This design comes from an exercise in tuning for small area and a short achievable clock period on the open sky130 flow, not from production work.
Only simulation tests tie the RTL to the original design; equivalence was not proved.
Power figures rest on the tool's default switching activity, not on a simulated workload.

## the baseline
==> flow/design.v <==
module mary_top(
  input         clock,
  input         reset,
  input         io_reset,
  input  [31:0] io_instr,
  output [4:0]  io_addr,
  output [31:0] io_out
);
  reg  [1:0]    ph;
  reg  [4:0]    addr;
  reg  [4:0]    t;
  reg  [1:0]    ta1;
  reg  [3:0]    ta2;
  reg  [7:0]    ta3;
  reg  [15:0]   ta4;
  reg  [1023:0] ring;
  reg  [31:0]   vld;
  reg  [31:0]   opa;
  reg  [31:0]   opb;
  reg  [31:0]   res;         
  reg  [4:0]    prd;
  reg           pend;
  reg  [7:0]    wen;         
  reg           c_add, c_sll, c_slt, c_sltu, c_x, c_g, c_srl;
  reg           c_cin, c_sra, c_left;
  assign io_addr = addr;
  assign io_out  = res;
  wire [6:0] opcode = io_instr[6:0];
  wire [2:0] f3     = io_instr[14:12];
  wire [6:0] f7     = io_instr[31:25];
  wire [4:0] rs1    = io_instr[19:15];
  wire [4:0] rs2    = io_instr[24:20];
  wire last  = (ph == 2'd3) | io_reset;
  wire rd_ph = ~ph[1];                       
  wire use_imm = ~opcode[5];
  reg  [4:0]  tr [0:15];
  reg  [15:0] ok, hit_a, hit_b;
  integer j;
  always @* begin
    for (j = 0; j < 16; j = j + 1) begin
      tr[j] = {ta4[j], ta3[j % 8], ta2[j % 4], ta1[j % 2], t[0]};
      ok[j] = rd_ph & vld[2*j] & ~(pend & (prd == tr[j]));
      hit_a[j] = (rs1 == tr[j]) & ok[j];
      hit_b[j] = (rs2 == tr[j]) & ~use_imm & ok[j];
    end
  end
  wire [4:0] t_nx = reset ? 5'd0 : t + 5'd1;
  reg  [1:0]  ta1_nx;
  reg  [3:0]  ta2_nx;
  reg  [7:0]  ta3_nx;
  reg  [15:0] ta4_nx;
  reg  [4:0]  r_nx;
  always @* begin
    for (j = 0; j < 16; j = j + 1) begin
      r_nx = {j[3:0], 1'b0} - t_nx;
      if (j < 2) ta1_nx[j] = r_nx[1];
      if (j < 4) ta2_nx[j] = r_nx[2];
      if (j < 8) ta3_nx[j] = r_nx[3];
      ta4_nx[j] = r_nx[4];
    end
  end
  wire byp_a   = pend & (rs1 == prd);
  wire byp_b   = pend & (rs2 == prd);
  wire cap_a   = rd_ph & (rs1[0] == t[0]);    
  wire cap_b   = rd_ph & (rs2[0] == t[0]) & ~use_imm;
  wire imm_b   = (ph == 2'd1) & use_imm;
  wire [31:0] imm = {{20{io_instr[31]}}, io_instr[31:20]};
  reg  [31:0] nxt_a, nxt_b;
  always @* begin
    nxt_a = ({32{cap_a & byp_a}} & res) | ({32{~cap_a}} & opa);
    nxt_b = ({32{cap_b & byp_b}} & res) | ({32{~cap_b & ~imm_b}} & opb)
          | ({32{imm_b}} & imm);
    for (j = 0; j < 16; j = j + 1) begin
      nxt_a = nxt_a | ({32{hit_a[j]}} & ring[64*j +: 32]);
      nxt_b = nxt_b | ({32{hit_b[j]}} & ring[64*j +: 32]);
    end
  end
  wire       wr_now  = |wen;
  wire       pend_nx = ~reset & ((ph == 2'd2 & ~io_reset) | (pend & ~wr_now));
  wire [4:0] prd_nx  = (ph == 2'd2) ? io_instr[11:7] : prd;
  wire [4:0] ws_nx   = prd_nx + t_nx + 5'd1;
  reg  [7:0] wen_nx;
  always @* begin
    for (j = 0; j < 8; j = j + 1)
      wen_nx[j] = pend_nx & (ws_nx == 4 * j);
  end
  integer s;
  always @(posedge clock) begin
    for (s = 0; s < 32; s = s + 1) begin
      if ((s % 4) == 0 && wen[s / 4]) begin
        ring[32*s +: 32] <= res;
        vld[s] <= ~reset;
      end else begin
        ring[32*s +: 32] <= ring[32*((s + 31) % 32) +: 32];
        vld[s] <= ~reset & vld[(s + 31) % 32];
      end
    end
  end
  wire [31:0] bx = opb ^ {32{c_cin}};
  wire [31:0] p  = opa ^ bx;
  wire [31:0] g  = opa & bx;
  wire [32:0] sum = {1'b0, opa} + {1'b0, bx} + {32'd0, c_cin};
  wire ltu = ~sum[32];
  wire lt  = (opa[31] ^ opb[31]) ? opa[31] : sum[31];
  wire [4:0]  sh  = opb[4:0];
  wire [4:0]  amt = c_left ? (~sh + 5'd1) : sh;
  wire [31:0] r0  = amt[0] ? {opa[0],     opa[31:1]} : opa;
  wire [31:0] r1  = amt[1] ? {r0[1:0],    r0[31:2]}  : r0;
  wire [31:0] r2  = amt[2] ? {r1[3:0],    r1[31:4]}  : r1;
  wire [31:0] r3  = amt[3] ? {r2[7:0],    r2[31:8]}  : r2;
  wire [31:0] r4  = amt[4] ? {r3[15:0],   r3[31:16]} : r3;
  reg  [31:0] th, shv;                   
  integer k;
  always @* begin
    for (k = 0; k < 32; k = k + 1) th[k] = (sh <= k);
    for (k = 0; k < 32; k = k + 1)
      shv[k] = (c_sll & th[k] & r4[k]) | (c_srl & th[31 - k] & r4[k])
             | (c_sra & ~th[31 - k] & opa[31]);
  end
  wire [31:0] alu = ({32{c_add}} & sum[31:0])
                  | shv
                  | {31'd0, (c_slt & lt) | (c_sltu & ltu)}
                  | ({32{c_x}} & p)
                  | ({32{c_g}} & g);
  wire is_opi = opcode == 7'h13;
  wire is_op  = opcode == 7'h33;
  wire f7z    = f7 == 7'h00;
  wire f7s    = f7 == 7'h20;
  wire opz    = is_op & f7z;
  wire oki    = is_opi | opz;
  always @(posedge clock) begin
    c_add  <= f3 == 3'd0 & (oki | (is_op & f7s));
    c_sll  <= f3 == 3'd1 & oki;
    c_slt  <= f3 == 3'd2 & oki;
    c_sltu <= f3 == 3'd3 & oki;
    c_x    <= (f3 == 3'd4 | f3 == 3'd6) & oki;
    c_g    <= (f3 == 3'd7 | f3 == 3'd6) & oki;
    c_srl  <= f3 == 3'd5 & ((is_opi | is_op) & (f7z | f7s));
    c_cin  <= (f3 == 3'd0 & is_op & f7s) | f3 == 3'd2 | f3 == 3'd3;
    c_sra  <= f3 == 3'd5 & (is_opi | is_op) & f7s;
    c_left <= f3 == 3'd1;
    opa <= nxt_a;
    opb <= nxt_b;
    t   <= t_nx;
    ta1 <= ta1_nx;
    ta2 <= ta2_nx;
    ta3 <= ta3_nx;
    ta4 <= ta4_nx;
    if (ph == 2'd2) res <= alu;
    prd <= prd_nx;
    pend <= pend_nx;
    wen <= wen_nx;
    if (reset) begin
      ph   <= 2'd0;
      addr <= 5'd0;
    end else begin
      ph   <= last ? 2'd0 : ph + 2'd1;
      if (last) addr <= addr + 5'd1;
    end
  end
endmodule
export LEC_CHECK = 0
export CAP_MARGIN = 40
export CORE_MARGIN = 2
export CORE_UTILIZATION = 30
export SLEW_MARGIN = 40
create_clock -name core_clock -period 12.0 [get_ports {clock}]
standard.sh (not shown) runs the stock make flow with config.mk's settings and CLKGATE_MAP_FILE= SYNTH_SCRIPT=/design/flow/synth_recipe.tcl, a recipe that flattens the netlist after the stock synthesis.
==> flow/flow/run.sh <==
#!/bin/bash
set -euo pipefail
bash standard.sh \
  CORE_UTILIZATION=45 \
  SLEW_MARGIN=20 CAP_MARGIN=20 \
  SETUP_SLACK_MARGIN=8.0 \
  CTS_ARGS="-sink_clustering_enable -sink_clustering_size 25 -sink_clustering_max_diameter 120 -repair_clock_nets -dont_use_dummy_load" \
  finish > standard.log 2>&1
> inputs changed (the baseline -> the candidate)
diff --git a/flow/design.v b/flow/design.v
--- a/flow/design.v
+++ b/flow/design.v
@@ -17,15 +17,16 @@
   reg  [31:0]   vld;
   reg  [31:0]   opa;
   reg  [31:0]   opb;
   reg  [31:0]   res;         
+  reg  [31:0]   out;         
   reg  [4:0]    prd;
   reg           pend;
   reg  [7:0]    wen;         
   reg           c_add, c_sll, c_slt, c_sltu, c_x, c_g, c_srl;
   reg           c_cin, c_sra, c_left;
   assign io_addr = addr;
-  assign io_out  = res;
+  assign io_out  = out;
   wire [6:0] opcode = io_instr[6:0];
   wire [2:0] f3     = io_instr[14:12];
   wire [6:0] f7     = io_instr[31:25];
   wire [4:0] rs1    = io_instr[19:15];
@@ -140,8 +141,9 @@
     c_sra  <= f3 == 3'd5 & (is_opi | is_op) & f7s;
     c_left <= f3 == 3'd1;
     opa <= nxt_a;
     opb <= nxt_b;
+    out <= alu;                
     t   <= t_nx;
     ta1 <= ta1_nx;
     ta2 <= ta2_nx;
     ta3 <= ta3_nx;
[summary]
The candidate finished every step from synthesis to the final layout, and the layout passed the timing, design-rule and antenna checks.
The horizontal extent of the die in the candidate was higher than what the baseline gave.
Between the baseline and the candidate, flip-flop and latch count increased.
Against the baseline, global-route wire length before repair in the candidate rose by a few percent.
As far as worst hold slack across all endpoints is concerned, the baseline and the candidate perform about the same.
Comparing the candidate and the baseline, the lower global-route total usage across every layer is on the baseline.
The candidate: clock power share 0.3 points above the baseline
Comparing the baseline against the candidate, there is no change at all in total setup violations reported at the end of the flow.
The post-detailed-routing wire length of the candidate exceeds that of the baseline by 5.4%.
Relative to the baseline, the largest voltage drop on the vdd net of the candidate is lower by 6.3 uV.

trial 39:
// mary_top: RTL as listed in full above, without the edits since
Settings: LEC_CHECK=0, CAP_MARGIN=40, CORE_MARGIN=2, CORE_UTILIZATION=30, SLEW_MARGIN=40; clock period 12.0 ns.
==> flow/flow/run.sh <==
#!/bin/bash
set -euo pipefail
bash standard.sh \
  CORE_UTILIZATION=40 \
  SLEW_MARGIN=20 CAP_MARGIN=20 \
  SETUP_SLACK_MARGIN=8.0 \
  CTS_ARGS="-sink_clustering_enable -sink_clustering_size 25 -sink_clustering_max_diameter 120 -repair_clock_nets -dont_use_dummy_load" \
  finish > standard.log 2>&1
The inputs of build 36 differ from those of trial 39 as listed below.
diff --git a/flow/design.v b/flow/design.v
--- a/flow/design.v
+++ b/flow/design.v
@@ -15,19 +15,20 @@
   reg  [15:0]   ta4;
   reg  [1023:0] ring;
   reg  [31:0]   vld;
   reg  [31:0]   opa;
   reg  [31:0]   opb;
   reg  [31:0]   res;         
+  reg  [31:0]   out;         
   reg  [4:0]    prd;
   reg           pend;
   reg  [7:0]    wen;         
   reg           c_add, c_sll, c_slt, c_sltu, c_x, c_g, c_srl;
   reg           c_cin, c_sra, c_left;
   assign io_addr = addr;
-  assign io_out  = res;
+  assign io_out  = out;
   wire [6:0] opcode = io_instr[6:0];
   wire [2:0] f3     = io_instr[14:12];
   wire [6:0] f7     = io_instr[31:25];
   wire [4:0] rs1    = io_instr[19:15];
   wire [4:0] rs2    = io_instr[24:20];
   wire last  = (ph == 2'd3) | io_reset;
@@ -138,12 +139,13 @@
     c_srl  <= f3 == 3'd5 & ((is_opi | is_op) & (f7z | f7s));
     c_cin  <= (f3 == 3'd0 & is_op & f7s) | f3 == 3'd2 | f3 == 3'd3;
     c_sra  <= f3 == 3'd5 & (is_opi | is_op) & f7s;
     c_left <= f3 == 3'd1;
     opa <= nxt_a;
     opb <= nxt_b;
+    out <= alu;                
     t   <= t_nx;
     ta1 <= ta1_nx;
     ta2 <= ta2_nx;
     ta3 <= ta3_nx;
     ta4 <= ta4_nx;
     if (ph == 2'd2) res <= alu;
### Flow results
- From trial 39 to build 36 the numbers moved as follows: final worst-path cycle share now sits lower, total of cells resized after clock tree synthesis now sits higher, effective utilization at floorplan now sits higher.
- Comparing total design power for build 36 and trial 39, the smaller number came from trial 39.
- Post-route minimum period | build 36 below trial 39
- Layout-stage area growth over the synthesis result down 0.37 points in build 36 wrt trial 39
- There was hardly any difference in final cell count between trial 39 and build 36.
- Build 36 ended up with a lower global-route track usage on met2 than trial 39 did.

afterwards: timing with drivers on the ports:
In the flow no input, the clock included, has a driving cell. The finished layouts below were timed again as built, in two steps. Step 1 assumes that a clkbuf_16 drives the clock port and a buf_2 every other input. Step 2 also shifts input and output timing later by t, the mid clock arrival at the registers, as if the neighbouring blocks saw the same clock. Slacks: ideal ports / drivers / drivers and shift; pairs: ideal ports / drivers.
| run | shift t [ns] | setup WS [ns] | worst setup path after step 2 | worst data-port slew with drivers (ns) | pins driven straight from the clock port |
|---|---|---|---|---|---|
| the baseline | 0.696 | 8.021 / 7.999 / 7.357 | input to register | 0.06 | 1 |
| the candidate | 0.720 | 8.029 / 8.000 / 7.356 | input to register | 0.06 | 1 |
| trial 39 | 0.754 | 8.009 / 7.978 / 7.283 | input to register | 0.05 | 1 |
| build 36 | 0.728 | 8.047 / 8.017 / 7.362 | input to register | 0.08 | 1 |
After both steps setup and hold are still met in every run listed. The setup slack of trial 39, which loses most, moves by -0.031 ns with the drivers and by -0.726 ns with both steps.
